This design comes from an exercise in tuning for small area on the open sky130 flow, not from production work.
Only simulation tests tie the RTL to the original design; equivalence was not proved.
The flow treats the clock pin as an ideal source. Dropping or thinning the clock tree relies on that and would not hold on a real chip.

==> wip/maple: inputs <==
## todoPID
module todoPID(clk,rst,yactual,referencia,ena2,PWMin);
input clk,rst;
input [8:0]yactual,referencia;
output reg ena2;
output reg [17:0]PWMin;
reg [5:0]  L;
reg [8:0]  H;
reg [17:0] J;       
reg [8:0]  yp;      
wire w = ena2;
wire k8  = ~w & L[3] & ~L[2] & ~L[1] & ~L[0];
wire k12 = ~w & L[3] &  L[2] & ~L[1] & ~L[0];
wire k13 = ~w & L[3] &  L[2] & ~L[1] &  L[0];
wire k16 = ~w & L[4] & ~L[1] & ~L[0];
wire k18 = ~w & L[4] &  L[1];
wire last = w & H[8] & H[7] & H[2] & H[1] & L[5] & L[3] & L[0];  
wire [5:0] Ln;
rca #(6) incl(L, 6'd0, 1'b1, Ln);
wire [8:0] Hn;
rca #(9) inch(H, 9'd0, w & (&L), Hn);
wire [8:0] dx;
rca #(9) sub(k8 ? referencia : yp, ~yactual, k8, dx);
wire [8:0] e = dx & {9{k8}};    
wire [8:0] nd = dx;
wire [17:0] ca = {{6{e[8]}},e,3'b0};
wire [17:0] cb = ~{{9{e[8]}},e};
wire [17:0] cs = J ^ ca ^ cb;
wire [17:0] cc = (J & ca) | (cb & (J ^ ca));
wire [17:0] je;
rca #(18) add_j(cs, {cc[16:0],1'b1}, 1'b0, je);
wire [16:0] Jh = J[17:1];
wire [16:0] pwh;
wire ts1 = Jh[6] ^ H[3];
wire tc2 = Jh[6] & H[3];
wire ts3 = Jh[7] ^ H[4] ^ H[7];
wire tc4 = (Jh[7] & H[4]) | (H[7] & (Jh[7] ^ H[4]));
wire ts5 = Jh[8] ^ H[5] ^ H[8];
wire tc6 = (Jh[8] & H[5]) | (H[8] & (Jh[8] ^ H[5]));
wire ts7 = Jh[3] ^ H[0] ^ H[3];
wire tc8 = (Jh[3] & H[0]) | (H[3] & (Jh[3] ^ H[0]));
wire ts9 = Jh[4] ^ H[1] ^ H[4];
wire tc10 = (Jh[4] & H[1]) | (H[4] & (Jh[4] ^ H[1]));
wire ts11 = yp[1] ^ yp[3];
wire tc12 = yp[1] & yp[3];
wire ts13 = Jh[5] ^ H[2] ^ H[5];
wire tc14 = (Jh[5] & H[2]) | (H[5] & (Jh[5] ^ H[2]));
wire ts15 = yp[2] ^ yp[4] ^ yp[5];
wire tc16 = (yp[2] & yp[4]) | (yp[5] & (yp[2] ^ yp[4]));
wire ts17 = ts1 ^ H[6] ^ yp[0];
wire tc18 = (ts1 & H[6]) | (yp[0] & (ts1 ^ H[6]));
wire ts19 = yp[3] ^ yp[5] ^ yp[6];
wire tc20 = (yp[3] & yp[5]) | (yp[6] & (yp[3] ^ yp[5]));
wire ts21 = ts3 ^ yp[1] ^ yp[4];
wire tc22 = (ts3 & yp[1]) | (yp[4] & (ts3 ^ yp[1]));
wire ts23 = yp[6] ^ yp[7] ^ tc2;
wire tc24 = (yp[6] & yp[7]) | (tc2 & (yp[6] ^ yp[7]));
wire ts25 = ts5 ^ yp[2] ^ yp[5];
wire tc26 = (ts5 & yp[2]) | (yp[5] & (ts5 ^ yp[2]));
wire ts27 = yp[7] ^ yp[8] ^ tc4;
wire tc28 = (yp[7] & yp[8]) | (tc4 & (yp[7] ^ yp[8]));
wire ts29 = Jh[9] ^ H[6] ^ yp[3];
  ...
clock: 10.0 ns
lec_check: 0
cap_margin: 0
core_margin: 2
core_utilization: 70
gpl_timing_driven: 0
slew_margin: 0
standard.sh (not shown) runs the stock make flow with config.mk's settings and CLKGATE_MAP_FILE= SYNTH_SCRIPT=/design/flow/synth_recipe.tcl, a recipe that flattens the netlist after the stock synthesis.
==> flow/flow/run.sh <==
#!/bin/bash
# Own layout flow: the standard synthesis; then the full adders are used in
# the polarity that needs fewer inverters (flow/fixpol.py) and the plain logic
# around them is re-mapped with ABC for area (flow/reabc.tcl), twice; then the standard flow's
# standard layout steps, with buf_1 port buffers and a one-level clock tree
# (flow/cts_manual.tcl: the flip-flops split into a few groups by location, one
# clock buffer per group, driven from the clock port).
set -euo pipefail
R=orfs/results/$FLOW_PLATFORM/todoPID/base
export PRE_CTS_TCL="$PWD/flow/cts_manual.tcl"
export MANUAL_CTS_PORT=clk MANUAL_CTS_GROUPS=${MANUAL_CTS_GROUPS:-4} MANUAL_CTS_BUF=${MANUAL_CTS_BUF:-sky130_fd_sc_hd__clkbuf_8}
export BUFFER_PORTS_ARGS="-buffer_cell sky130_fd_sc_hd__buf_1"
bash standard.sh synth > synth.log 2>&1
cp $R/1_2_yosys.v synth_standard.v
YOSYS=yosys
[ -x "$FLOW_HOME/../tools/install/yosys/bin/yosys" ] && YOSYS="$FLOW_HOME/../tools/install/yosys/bin/yosys"
export LIB="$FLOW_HOME/platforms/$FLOW_PLATFORM/lib/sky130_fd_sc_hd__tt_025C_1v80.lib"
export NETLIST="$PWD/$R/1_2_yosys.v"
export DELAY_PS=$(python3 -c "print(int(round(float('$FLOW_PERIOD_NS') * 1000)))")
export DONT_USE="$(make -s -C "$FLOW_HOME" DESIGN_CONFIG="$PWD/config.mk" WORK_HOME="$PWD/orfs" print-DONT_USE_CELLS 2>/dev/null | sed 's/^DONT_USE_CELLS[:=] *//' | tail -1)"
echo "DONT_USE: $DONT_USE" > reabc.log
for pass in 1 2; do
  python3 flow/fixpol.py "$NETLIST" >> fixpol.log 2>&1
  "$YOSYS" -c flow/reabc.tcl >> reabc.log 2>&1
done
cp $R/1_2_yosys.v synth_final.v
rm -f $R/1_synth.odb
bash standard.sh finish > layout.log 2>&1
==> flow/flow/reabc.tcl <==
# Re-map the plain logic of the synthesized netlist with ABC, keeping the
# full/half adders and the flip-flops (and so every register name) as they are.
yosys read_liberty -ignore_miss_func $::env(LIB)
yosys read_verilog $::env(NETLIST)
yosys hierarchy -top $::env(FLOW_TOP)
yosys setattr -mod -set blackbox 1 sky130_fd_sc_hd__fa_* sky130_fd_sc_hd__ha_* sky130_fd_sc_hd__df* sky130_fd_sc_hd__edf* sky130_fd_sc_hd__sdf* sky130_fd_sc_hd__conb_*
yosys flatten
yosys opt -purge
set du {}
foreach c $::env(DONT_USE) { lappend du -dont_use $c }
yosys abc -liberty $::env(LIB) {*}$du -script "+strash;dch,-f;amap;topo"
yosys opt_clean -purge
yosys stat -liberty $::env(LIB)
yosys write_verilog -noattr -nohex -nodec $::env(NETLIST)
Other scripts of this flow, unchanged in this note and not shown: flow/flow/cts_manual.tcl, flow/flow/fixpol.py
==> inputs of wip/onyx, as changes to wip/maple <==
--- a/flow/design.v
+++ b/flow/design.v
@@ -30,20 +30,18 @@
 wire last = w & H[8] & H[7] & H[2] & H[1] & L[5] & L[3] & L[0];  
 wire [5:0] Ln;
 rca #(6) incl(L, 6'd0, 1'b1, Ln);
 wire [8:0] Hn;
 rca #(9) inch(H, 9'd0, w & (&L), Hn);
-wire [8:0] dx;
-rca #(9) sub(k8 ? referencia : yp, ~yactual, k8, dx);
-wire [8:0] e = dx & {9{k8}};    
-wire [8:0] nd = dx;
-wire [17:0] ca = {{6{e[8]}},e,3'b0};
-wire [17:0] cb = ~{{9{e[8]}},e};
-wire [17:0] cs = J ^ ca ^ cb;
-wire [17:0] cc = (J & ca) | (cb & (J ^ ca));
+wire [8:0] e;
+rca #(9) sub_e(referencia & {9{k8}}, ~yactual & {9{k8}}, k8, e);
+wire [11:0] e7;
+rca #(12) mul7({e[8],e,3'b0}, ~{{3{e[8]}},e}, 1'b1, e7);
 wire [17:0] je;
-rca #(18) add_j(cs, {cc[16:0],1'b1}, 1'b0, je);
+rca #(18) add_j(J, {{6{e7[11]}},e7}, 1'b0, je);
+wire [8:0] nd;
+rca #(9) sub_d(~yactual & {9{k12}}, yp, 1'b0, nd);
 wire [16:0] Jh = J[17:1];
 wire [16:0] pwh;
 wire ts1 = Jh[6] ^ H[3];
 wire tc2 = Jh[6] & H[3];
 wire ts3 = Jh[7] ^ H[4] ^ H[7];
@@ -174,11 +172,13 @@
     L <= 0; ena2 <= 0;
   end else begin
     L <= Ln;
     if (k18) ena2 <= 1'b1;
   end
-  H <= k8 ? {yactual[8], ~yactual[7:0]} : (Hn & {9{w | ~L[4]}});
+  if (k8) H <= {yactual[8], ~yactual[7:0]};
+  else if (w) H <= Hn;
+  else if (L[4]) H <= 0;
   if (rst) begin
     J <= 18'd219304; yp <= 0; PWMin <= 0;
   end else begin
     J <= je;
     if (k12) yp <= {~nd[8], nd[7:0]};
--- a/flow/flow/run.sh
+++ b/flow/flow/run.sh
@@ -1,9 +1,9 @@
 #!/bin/bash
 # Own layout flow: the standard synthesis; then the full adders are used in
 # the polarity that needs fewer inverters (flow/fixpol.py) and the plain logic
-# around them is re-mapped with ABC for area (flow/reabc.tcl), twice; then the standard flow's
+# around them is re-mapped with ABC (flow/reabc.tcl), twice; then the standard flow's
 # standard layout steps, with buf_1 port buffers and a one-level clock tree
 # (flow/cts_manual.tcl: the flip-flops split into a few groups by location, one
 # clock buffer per group, driven from the clock port).
 set -euo pipefail
 R=orfs/results/$FLOW_PLATFORM/todoPID/base
--- a/flow/flow/reabc.tcl
+++ b/flow/flow/reabc.tcl
@@ -6,9 +6,9 @@
 yosys setattr -mod -set blackbox 1 sky130_fd_sc_hd__fa_* sky130_fd_sc_hd__ha_* sky130_fd_sc_hd__df* sky130_fd_sc_hd__edf* sky130_fd_sc_hd__sdf* sky130_fd_sc_hd__conb_*
 yosys flatten
 yosys opt -purge
 set du {}
 foreach c $::env(DONT_USE) { lappend du -dont_use $c }
-yosys abc -liberty $::env(LIB) {*}$du -script "+strash;dch,-f;amap;topo"
+yosys abc -liberty $::env(LIB) {*}$du -D $::env(DELAY_PS)
 yosys opt_clean -purge
 yosys stat -liberty $::env(LIB)
 yosys write_verilog -noattr -nohex -nodec $::env(NETLIST)
==> flow/config.mk (replaced) <==
export PLATFORM = sky130hd
export DESIGN_NAME = todoPID
export DESIGN_NICKNAME = todoPID
export VERILOG_FILES = /design/flow/design.v
export SDC_FILE = /design/flow/constraint.sdc
export NUM_CORES = 4
export LEC_CHECK = 0
export CAP_MARGIN = 20
export CORE_MARGIN = 2
export CORE_UTILIZATION = 40
export SLEW_MARGIN = 20
==> results.cfg <==
[routing]
vias = 2767
met2_length_um = 4260

[logic_synthesis]
synth_cells = 346
avgSynthCellArea_um2 = 11.9

[status]
outcome = no timing/DRC/antenna violations

[cells_and_area]
multi_input_gates = 254

[grt]
grt_pass1_wl_um = 14000
gr-usage-met3 = 0.0367
(the above is from wip/maple)
==> results.cfg <==
[status]
outcome = no timing/DRC/antenna violations

[cells_and_area]
multi_input_gates = 303
n_all_inverters = 26

[grt]
gr-usage-met3 = 0.0107

[logic_synthesis]
synth_cells = 390
avgSynthCellArea_um2 = 11.5

[routing]
met2_length_um = 4560
vias = 2913
(the above is from wip/onyx)
No run of this note takes its clock network from TritonCTS; it comes from the design's own scripts or RTL.

-- port drivers added, routing unchanged --
The results above use ideal ports. As a check the final layouts listed here were re-extracted and re-timed, cells and wires unchanged.
Step 1 (the two cells are an assumption about what drives the block):
set clk [get_ports {clk}]
set_driving_cell -lib_cell sky130_fd_sc_hd__clkbuf_16 $clk
set_driving_cell -lib_cell sky130_fd_sc_hd__buf_2 [delete_from_list [all_inputs] $clk]
Step 2, shift: input delay + t, output delay - t, t = (earliest + latest rising clock arrival at the registers) / 2. This alone moves slack from input paths to output paths.
Three values: ideal ports, drivers, drivers and shift; two values: the first two.
| run | t (ns) | setup slack, ns | worst setup path after step 2 | pins driven straight from the clock port |
|---|---|---|---|---|
| wip/maple | 0.219 | 0.322 / 0.362 / 0.143 | input to register | 4 |
| wip/onyx | 0.226 | 0.332 / 0.364 / 0.139 | input to register | 4 |
After both steps every run listed still meets setup and hold. The setup slack of wip/onyx, which loses most, moves by +0.032 ns with the drivers and by -0.193 ns with both steps.
